What follows belongs to an exercise in optimizing a design on an open flow for small area and a short achievable clock period; a production flow would make more cautious choices.
Where RTL was checked, it was by simulation tests only, not by an equivalence proof against the original.
Power figures rest on the tool's default switching activity, not on a simulated workload.

==> inputs of run Z <==
## rr_arbiter
module rr_arbiter(clk, resetb, ack, request, grant);
	parameter integer WIDTH = 64;
	localparam integer LOGW = 6;
	input clk, resetb, ack;
	input [WIDTH - 1:0] request;
	output [WIDTH - 1:0] grant;
	wire            valid;
	wire [LOGW-1:0] last;
	wire            any;
	wire [LOGW-1:0] idx;
	arbiter arbiter(.req(request), .last(last), .any(any), .idx(idx));
	register #(.LOGW(LOGW)) state(.clk(clk), .rst(resetb), .ack(ack), .any(any), .idx(idx), .valid(valid), .last(last));
	decoder #(.WIDTH(WIDTH), .LOGW(LOGW)) final_decoder(.valid(valid), .in(last), .out(grant));
endmodule
export LEC_CHECK = 0
export CAP_MARGIN = 20
export CORE_MARGIN = 2
export CORE_UTILIZATION = 40
export SETUP_SLACK_MARGIN = 4.0
export SLEW_MARGIN = 20
create_clock -name core_clock -period 8.0 [get_ports {clk}]
standard.sh (not shown) runs the stock make flow with config.mk's settings and CLKGATE_MAP_FILE= SYNTH_SCRIPT=/design/flow/synth_recipe.tcl, a recipe that flattens the netlist after the stock synthesis.
==> flow/flow/run.sh <==
#!/bin/bash
# The standard layout, with two changes: the port buffers are plain buf_1
# cells, and the slow OR-type cells (an OR is a NOR plus an inverter in one
# cell, with a weak stacked pull-up) are kept out of synthesis and repair.
set -euo pipefail
slow=""
for c in or3 or3b or4 or4b or4bb o41a; do
  for s in 1 2 4; do slow="$slow sky130_fd_sc_hd__${c}_$s"; done
done
cp config.mk flow_config.mk
echo "export DONT_USE_CELLS += $slow" >> flow_config.mk
sed "s#DESIGN_CONFIG=[^ ]*#DESIGN_CONFIG=$PWD/flow_config.mk#" standard.sh > flow_standard.sh
export BUFFER_PORTS_ARGS="-buffer_cell sky130_fd_sc_hd__buf_1"
bash flow_standard.sh > standard.log 2>&1
==> inputs of run G, as changes to run Z <==
--- a/flow/design.v
+++ b/flow/design.v
@@ -183,44 +183,70 @@
 assign grp[13] = col_13[last[5:4]];
 wire [3:0] col_14 = {req[62], req[46], req[30], req[14]};
 assign grp[14] = col_14[last[5:4]];
 wire [3:0] col_15 = {req[63], req[47], req[31], req[15]};
 assign grp[15] = col_15[last[5:4]];
-wire [15:0] above = ~({16{1'b1}} >> (15 - last[3:0]));
-wire [15:0] grpm = grp & above;
-wire mva_1_0 = grpm[0] | grpm[1];
-wire [0:0] mia_1_0 = ~grpm[0] & grpm[1];
-wire mva_1_1 = grpm[2] | grpm[3];
-wire [0:0] mia_1_1 = ~grpm[2] & grpm[3];
-wire mva_1_2 = grpm[4] | grpm[5];
-wire [0:0] mia_1_2 = ~grpm[4] & grpm[5];
-wire mva_1_3 = grpm[6] | grpm[7];
-wire [0:0] mia_1_3 = ~grpm[6] & grpm[7];
-wire mva_1_4 = grpm[8] | grpm[9];
-wire [0:0] mia_1_4 = ~grpm[8] & grpm[9];
-wire mva_1_5 = grpm[10] | grpm[11];
-wire [0:0] mia_1_5 = ~grpm[10] & grpm[11];
-wire mva_1_6 = grpm[12] | grpm[13];
-wire [0:0] mia_1_6 = ~grpm[12] & grpm[13];
-wire mva_1_7 = grpm[14] | grpm[15];
-wire [0:0] mia_1_7 = ~grpm[14] & grpm[15];
-wire mva_2_0 = mva_1_0 | mva_1_1;
-wire [1:0] mia_2_0 = {~mva_1_0 & mva_1_1, mia_1_0 | ({1{~mva_1_0}} & mia_1_1)};
-wire mva_2_1 = mva_1_2 | mva_1_3;
-wire [1:0] mia_2_1 = {~mva_1_2 & mva_1_3, mia_1_2 | ({1{~mva_1_2}} & mia_1_3)};
-wire mva_2_2 = mva_1_4 | mva_1_5;
-wire [1:0] mia_2_2 = {~mva_1_4 & mva_1_5, mia_1_4 | ({1{~mva_1_4}} & mia_1_5)};
-wire mva_2_3 = mva_1_6 | mva_1_7;
-wire [1:0] mia_2_3 = {~mva_1_6 & mva_1_7, mia_1_6 | ({1{~mva_1_6}} & mia_1_7)};
-wire mva_3_0 = mva_2_0 | mva_2_1;
-wire [2:0] mia_3_0 = {~mva_2_0 & mva_2_1, mia_2_0 | ({2{~mva_2_0}} & mia_2_1)};
-wire mva_3_1 = mva_2_2 | mva_2_3;
-wire [2:0] mia_3_1 = {~mva_2_2 & mva_2_3, mia_2_2 | ({2{~mva_2_2}} & mia_2_3)};
-wire mva_4_0 = mva_3_0 | mva_3_1;
-wire [3:0] mia_4_0 = {~mva_3_0 & mva_3_1, mia_3_0 | ({3{~mva_3_0}} & mia_3_1)};
-wire gvm_4_0 = mva_4_0;
-wire [3:0] gim_4_0 = mia_4_0;
+wire gva_1_0 = grp[0] | grp[1];
+wire [0:0] gia_1_0 = ~grp[0] & grp[1];
+wire gvm_1_0 = ~last[0] & grp[1];
+wire [0:0] gim_1_0 = ~last[0] & grp[1];
+wire gva_1_1 = grp[2] | grp[3];
+wire [0:0] gia_1_1 = ~grp[2] & grp[3];
+wire gvm_1_1 = ~last[0] & grp[3];
+wire [0:0] gim_1_1 = ~last[0] & grp[3];
+wire gva_1_2 = grp[4] | grp[5];
+wire [0:0] gia_1_2 = ~grp[4] & grp[5];
+wire gvm_1_2 = ~last[0] & grp[5];
+wire [0:0] gim_1_2 = ~last[0] & grp[5];
+wire gva_1_3 = grp[6] | grp[7];
+wire [0:0] gia_1_3 = ~grp[6] & grp[7];
+wire gvm_1_3 = ~last[0] & grp[7];
+wire [0:0] gim_1_3 = ~last[0] & grp[7];
+wire gva_1_4 = grp[8] | grp[9];
+wire [0:0] gia_1_4 = ~grp[8] & grp[9];
+wire gvm_1_4 = ~last[0] & grp[9];
+wire [0:0] gim_1_4 = ~last[0] & grp[9];
+wire gva_1_5 = grp[10] | grp[11];
+wire [0:0] gia_1_5 = ~grp[10] & grp[11];
+wire gvm_1_5 = ~last[0] & grp[11];
+wire [0:0] gim_1_5 = ~last[0] & grp[11];
+wire gva_1_6 = grp[12] | grp[13];
+wire [0:0] gia_1_6 = ~grp[12] & grp[13];
+wire gvm_1_6 = ~last[0] & grp[13];
+wire [0:0] gim_1_6 = ~last[0] & grp[13];
+wire gva_1_7 = grp[14] | grp[15];
+wire [0:0] gia_1_7 = ~grp[14] & grp[15];
+wire gvm_1_7 = ~last[0] & grp[15];
+wire [0:0] gim_1_7 = ~last[0] & grp[15];
+wire gva_2_0 = gva_1_0 | gva_1_1;
+wire [1:0] gia_2_0 = {~gva_1_0 & gva_1_1, gia_1_0 | ({1{~gva_1_0}} & gia_1_1)};
+wire gvm_2_0 = last[1] ? gvm_1_1 : (gvm_1_0 | gva_1_1);
+wire [1:0] gim_2_0 = last[1] ? {gvm_1_1, gim_1_1} : {~gvm_1_0 & gva_1_1, gim_1_0 | ({1{~gvm_1_0}} & gia_1_1)};
+wire gva_2_1 = gva_1_2 | gva_1_3;
+wire [1:0] gia_2_1 = {~gva_1_2 & gva_1_3, gia_1_2 | ({1{~gva_1_2}} & gia_1_3)};
+wire gvm_2_1 = last[1] ? gvm_1_3 : (gvm_1_2 | gva_1_3);
+wire [1:0] gim_2_1 = last[1] ? {gvm_1_3, gim_1_3} : {~gvm_1_2 & gva_1_3, gim_1_2 | ({1{~gvm_1_2}} & gia_1_3)};
+wire gva_2_2 = gva_1_4 | gva_1_5;
+wire [1:0] gia_2_2 = {~gva_1_4 & gva_1_5, gia_1_4 | ({1{~gva_1_4}} & gia_1_5)};
+wire gvm_2_2 = last[1] ? gvm_1_5 : (gvm_1_4 | gva_1_5);
+wire [1:0] gim_2_2 = last[1] ? {gvm_1_5, gim_1_5} : {~gvm_1_4 & gva_1_5, gim_1_4 | ({1{~gvm_1_4}} & gia_1_5)};
+wire gva_2_3 = gva_1_6 | gva_1_7;
+wire [1:0] gia_2_3 = {~gva_1_6 & gva_1_7, gia_1_6 | ({1{~gva_1_6}} & gia_1_7)};
+wire gvm_2_3 = last[1] ? gvm_1_7 : (gvm_1_6 | gva_1_7);
+wire [1:0] gim_2_3 = last[1] ? {gvm_1_7, gim_1_7} : {~gvm_1_6 & gva_1_7, gim_1_6 | ({1{~gvm_1_6}} & gia_1_7)};
+wire gva_3_0 = gva_2_0 | gva_2_1;
+wire [2:0] gia_3_0 = {~gva_2_0 & gva_2_1, gia_2_0 | ({2{~gva_2_0}} & gia_2_1)};
+wire gvm_3_0 = last[2] ? gvm_2_1 : (gvm_2_0 | gva_2_1);
+wire [2:0] gim_3_0 = last[2] ? {gvm_2_1, gim_2_1} : {~gvm_2_0 & gva_2_1, gim_2_0 | ({2{~gvm_2_0}} & gia_2_1)};
+wire gva_3_1 = gva_2_2 | gva_2_3;
+wire [2:0] gia_3_1 = {~gva_2_2 & gva_2_3, gia_2_2 | ({2{~gva_2_2}} & gia_2_3)};
+wire gvm_3_1 = last[2] ? gvm_2_3 : (gvm_2_2 | gva_2_3);
+wire [2:0] gim_3_1 = last[2] ? {gvm_2_3, gim_2_3} : {~gvm_2_2 & gva_2_3, gim_2_2 | ({2{~gvm_2_2}} & gia_2_3)};
+wire gva_4_0 = gva_3_0 | gva_3_1;
+wire [3:0] gia_4_0 = {~gva_3_0 & gva_3_1, gia_3_0 | ({3{~gva_3_0}} & gia_3_1)};
+wire gvm_4_0 = last[3] ? gvm_3_1 : (gvm_3_0 | gva_3_1);
+wire [3:0] gim_4_0 = last[3] ? {gvm_3_1, gim_3_1} : {~gvm_3_0 & gva_3_1, gim_3_0 | ({3{~gvm_3_0}} & gia_3_1)};
 wire vm_5_0 = last[4] ? gvm_4_0 : (gvm_4_0 | va_4_1);
 wire [4:0] im_5_0 = last[4] ? {gvm_4_0, gim_4_0} : {~gvm_4_0 & va_4_1, gim_4_0 | ({4{~gvm_4_0}} & ia_4_1)};
 wire vm_5_1 = last[4] ? gvm_4_0 : (gvm_4_0 | va_4_3);
 wire [4:0] im_5_1 = last[4] ? {gvm_4_0, gim_4_0} : {~gvm_4_0 & va_4_3, gim_4_0 | ({4{~gvm_4_0}} & ia_4_3)};
 wire vm_6_0 = last[5] ? vm_5_1 : (vm_5_0 | va_5_1);
@@ -236,18 +262,14 @@
 (
     input              valid,
     input  [LOGW-1:0]  in,
     output [WIDTH-1:0] out
 );
-    localparam H = LOGW / 2;
-    localparam N = 1 << H;
-    wire [N-1:0] hi = {{(N-1){1'b0}}, valid} << in[LOGW-1:H];
-    wire [N-1:0] lo = {{(N-1){1'b0}}, 1'b1} << in[H-1:0];
     genvar i;
     generate
         for (i = 0; i < WIDTH; i = i + 1) begin : dec
-            assign out[i] = hi[i / N] & lo[i % N];
+            assign out[i] = valid & (in == i);
         end
     endgenerate
 endmodule
 module rr_arbiter(clk, resetb, ack, request, grant);
 	parameter integer WIDTH = 64;
==> flow/flow/run.sh (replaced) <==
#!/bin/bash
# The standard layout, with the port buffers made as plain buf_1 cells.
set -euo pipefail
export BUFFER_PORTS_ARGS="-buffer_cell sky130_fd_sc_hd__buf_1"
bash standard.sh > standard.log 2>&1
--- a/flow/config.mk
+++ b/flow/config.mk
@@ -6,7 +6,7 @@
 export NUM_CORES = 4
 export LEC_CHECK = 0
 export CAP_MARGIN = 20
 export CORE_MARGIN = 2
 export CORE_UTILIZATION = 40
-export SETUP_SLACK_MARGIN = 4.0
+export SETUP_SLACK_MARGIN = 4.8
 export SLEW_MARGIN = 20
==> comparison table <==
Result of the run: run Z complete, no violations; run G complete, no violations
Share of synthesized cell area in and, or, nand and nor gates: run Z 41.0%; run G 38.2%
Core region area: run Z 0.00582 mm^2; run G 0.00642 mm^2
Vias after detailed routing: run Z 3,317; run G 4,173
Setup slack, reg-to-reg: run Z 4.59 ns; run G 4.95 ns
Post-route core utilization: run Z 50.2%; run G 61.7%
Post-CTS setup buffers: run Z 0; run G 26
Post-Place Cell Area: run Z 0.00287 mm^2; run G 0.00322 mm^2
Launching element type of the critical path: run Z register; run G primary input
Hold Crit Start: run Z state.valid; run G state.last[3]
Met2 global-route usage: run Z 47.6%; run G 55.8%
Logic depth of the worst setup path including buffers: run Z 3; run G 8
Max Clock Skew: run Z 0.00135 ns; run G 0.00581 ns
Average cell area after synthesis: run Z 6.31 um^2; run G 6.36 um^2
Clock group total power: run Z 0.0000489 W; run G 0.0000496 W
Area of the multi-input gates: run Z 0.00204 mm^2; run G 0.00264 mm^2
Sequential share of cell area: run Z 6.26%; run G 5.09%
Worst Setup End Kind: run Z output port; run G register
P_seq: run Z 0.000154 W; run G 0.0000990 W
Vias per cell: run Z 5.83; run G 6.42
Reg power frac: run Z 22.5%; run G 8.7%
Function not checked in run G: the RTL went through the layout flow alone.


==> run a <==
Starting RTL as in the previous note.
clock: 8.0 ns
lec_check: 0
cap_margin: 20
core_margin: 2
core_utilization: 40
cts_buf_list: sky130_fd_sc_hd__clkbuf_2
cts_cluster_size: 30
place_density: 0.85
setup_slack_margin: 4.2
slew_margin: 20
==> flow/flow/run.sh <==
#!/bin/bash
# The standard layout with three changes:
# - Yosys's ABC maps the logic with flow/abc.script (one area-recovering
#   mapping after choice computation) instead of ORFS's speed script; the
#   rest of the synthesis, synth_recipe.tcl included, is unchanged.
# - The slow OR-type cells (a NOR plus an inverter in one cell, with a weak
#   stacked pull-up) are kept out of synthesis and repair.
# - The port buffers are plain buf_1 cells.
set -euo pipefail
here=$PWD
slow=""
for c in or3 or3b or4 or4b or4bb o41a; do
  for s in 1 2 4; do slow="$slow sky130_fd_sc_hd__${c}_$s"; done
done
cp config.mk flow_config.mk
echo "export DONT_USE_CELLS += $slow" >> flow_config.mk
cat > flow_synth.tcl <<EOT
proc abc {args} {
  set i [lsearch -exact \$args -script]
  if {\$i >= 0} { set args [lreplace \$args \$i [expr {\$i + 1}] -script $here/flow/abc.script] }
  yosys abc {*}\$args
}
source $here/synth_recipe.tcl
EOT
sed -e "s#DESIGN_CONFIG=[^ ]*#DESIGN_CONFIG=$here/flow_config.mk#" \
    -e "s#SYNTH_SCRIPT=[^ ]*#SYNTH_SCRIPT=$here/flow_synth.tcl#" standard.sh > flow_standard.sh
export BUFFER_PORTS_ARGS="-buffer_cell sky130_fd_sc_hd__buf_1"
bash flow_standard.sh > standard.log 2>&1
==> flow/flow/abc.script <==
&get -n
&st
&syn2
&dch -f
&nf -a -R 1000
&put
==> inputs of run b, as changes to run a <==
==> flow/flow/abc.script (replaced) <==
&get -n
&st
&syn2
&dch -f
&nf -a
&put
--- a/flow/config.mk
+++ b/flow/config.mk
@@ -9,7 +9,4 @@
 export CORE_MARGIN = 2
-export CORE_UTILIZATION = 40
-export CTS_BUF_LIST = sky130_fd_sc_hd__clkbuf_2
-export CTS_CLUSTER_SIZE = 30
-export PLACE_DENSITY = 0.85
-export SETUP_SLACK_MARGIN = 4.2
+export CORE_UTILIZATION = 55
+export SETUP_SLACK_MARGIN = 4.3
 export SLEW_MARGIN = 20
==> inputs of run c, as changes to run a <==
==> flow/flow/run.sh (replaced) <==
#!/bin/bash
# The standard layout, with two changes: the port buffers are plain buf_1
# cells, and the slow OR-type cells (an OR is a NOR plus an inverter in one
# cell, with a weak stacked pull-up) are kept out of synthesis and repair.
set -euo pipefail
slow=""
for c in or3 or3b or4 or4b or4bb o41a; do
  for s in 1 2 4; do slow="$slow sky130_fd_sc_hd__${c}_$s"; done
done
cp config.mk flow_config.mk
echo "export DONT_USE_CELLS += $slow" >> flow_config.mk
sed "s#DESIGN_CONFIG=[^ ]*#DESIGN_CONFIG=$PWD/flow_config.mk#" standard.sh > flow_standard.sh
export BUFFER_PORTS_ARGS="-buffer_cell sky130_fd_sc_hd__buf_1"
bash flow_standard.sh > standard.log 2>&1
--- a/flow/config.mk
+++ b/flow/config.mk
@@ -10,6 +10,4 @@
 export CORE_UTILIZATION = 40
-export CTS_BUF_LIST = sky130_fd_sc_hd__clkbuf_2
-export CTS_CLUSTER_SIZE = 30
-export PLACE_DENSITY = 0.85
-export SETUP_SLACK_MARGIN = 4.2
+export GPL_TIMING_DRIVEN = 1
+export SETUP_SLACK_MARGIN = 4.3
 export SLEW_MARGIN = 20
removed: flow/flow/abc.script
==> inputs of run d, as changes to run a <==
--- a/flow/config.mk
+++ b/flow/config.mk
@@ -10,5 +10,2 @@
 export CORE_UTILIZATION = 40
-export CTS_BUF_LIST = sky130_fd_sc_hd__clkbuf_2
-export CTS_CLUSTER_SIZE = 30
-export PLACE_DENSITY = 0.85
 export SETUP_SLACK_MARGIN = 4.2
==> comparison table <==
Maximum operating frequency: run b 270 MHz; run c 276 MHz; run a 269 MHz; run d 270 MHz
Proportion of power drawn by flip-flops and latches: run b 19.8%; run c 21.0%; run a 19.3%; run d 18.8%
Reg2Reg Depth: run b 8; run c 8; run a 11; run d 11
Worst endpoint required time: run b 8.16 ns; run c 8.14 ns; run a 8.18 ns; run d 8.16 ns
Core region area: run b 0.00394 mm²; run c 0.00582 mm²; run a 0.00504 mm²; run d 0.00504 mm²
Fraction of area in non-clock buffers: run b 17.1%; run c 17.0%; run a 18.5%; run d 18.4%
Area Overhead vs Synth: run b 35.3%; run c 26.7%; run a 30.6%; run d 35.0%
Via density per instance: run b 6.75; run c 5.85; run a 6.12; run d 6.03
Total leakage power: run b 0.000933 µW; run c 0.000957 µW; run a 0.000791 µW; run d 0.000816 µW
Well-tap cell count: run b 50; run c 75; run a 70; run d 70
Sequential cell area: run b 190 µm²; run c 190 µm²; run a 183 µm²; run d 183 µm²
Worst path setup slack after routing: run b 4.30 ns; run c 4.38 ns; run a 4.28 ns; run d 4.29 ns
Worst Clk Skew: run b 0.00141 ns; run c 0.000426 ns; run a 0.000723 ns; run d 0.000238 ns
Part of the power in the clock network: run b 7.2%; run c 6.8%; run a 4.1%; run d 7.1%
DR vias: run b 3660; run c 3339; run a 3595; run d 3552
Slowest stage cell on the critical path: run b sky130_fd_sc_hd__mux4_2; run c sky130_fd_sc_hd__mux4_2; run a sky130_fd_sc_hd__a2111oi_2; run d sky130_fd_sc_hd__a2111oi_2
Met2 wire len: run b 4.49 mm; run c 4.54 mm; run a 4.40 mm; run d 4.52 mm
Area of the mapped netlist: run b 0.00223 mm²; run c 0.00237 mm²; run a 0.00205 mm²; run d 0.00205 mm²
Layout inverter count without the clock tree: run b 22; run c 19; run a 15; run d 15
Worst Tran Pin Value: run b 0.599 ns; run c 0.631 ns; run a 0.771 ns; run d 0.748 ns
Post-layout minimum cycle time: run b 3.70 ns; run c 3.62 ns; run a 3.72 ns; run d 3.71 ns
Total power density per cell area: run b 234 mW/mm²; run c 237 mW/mm²; run a 247 mW/mm²; run d 242 mW/mm²
Result of the run: run b timing/DRC/antenna clean; run c timing/DRC/antenna clean; run a timing/DRC/antenna clean; run d timing/DRC/antenna clean
Max transition margin: run b 59.7%; run c 57.6%; run a 48.6%; run d 50.1%

-- re-timing with driven ports --
The flow's constraints put no driver on any port. The routed layouts listed below were extracted and timed again, unchanged, in two steps.
Step 1 sets driving cells, clkbuf_16 on the clock port and buf_2 on the other inputs (assumed; they add their load-dependent delay and slew).
Step 2, shift: input delay + t, output delay - t, t = (earliest + latest rising clock arrival at the registers) / 2. This alone moves slack from input paths to output paths.
Slacks: ideal / step 1 / step 2; pairs: ideal / step 1.
run | t (ns) | slack for setup (ns) | hold slack, ns | worst data-port slew with drivers (ns) | pins driven straight from the clock port
run Z | 0.245 | 4.193 / 4.171 / 3.983 | 0.613 / 0.613 / 0.613 | 0.04 | 1
run G | 0.243 | 4.442 / 4.440 / 4.197 | 0.715 / 0.715 / 0.715 | 0.06 | 1
run a | 0.248 | 4.277 / 4.276 / 4.028 | 0.602 / 0.602 / 0.602 | 0.04 | 1
run b | 0.248 | 4.295 / 4.292 / 4.044 | 0.614 / 0.614 / 0.614 | 0.04 | 1
run c | 0.244 | 4.382 / 4.382 / 4.138 | 0.630 / 0.630 / 0.630 | 0.04 | 1
run d | 0.238 | 4.291 / 4.289 / 4.051 | 0.591 / 0.591 / 0.591 | 0.03 | 1
After both steps setup and hold are still met in every run listed. For run b, which loses most, drivers alone change the setup slack by -0.003 ns; drivers and shift together by -0.251 ns.
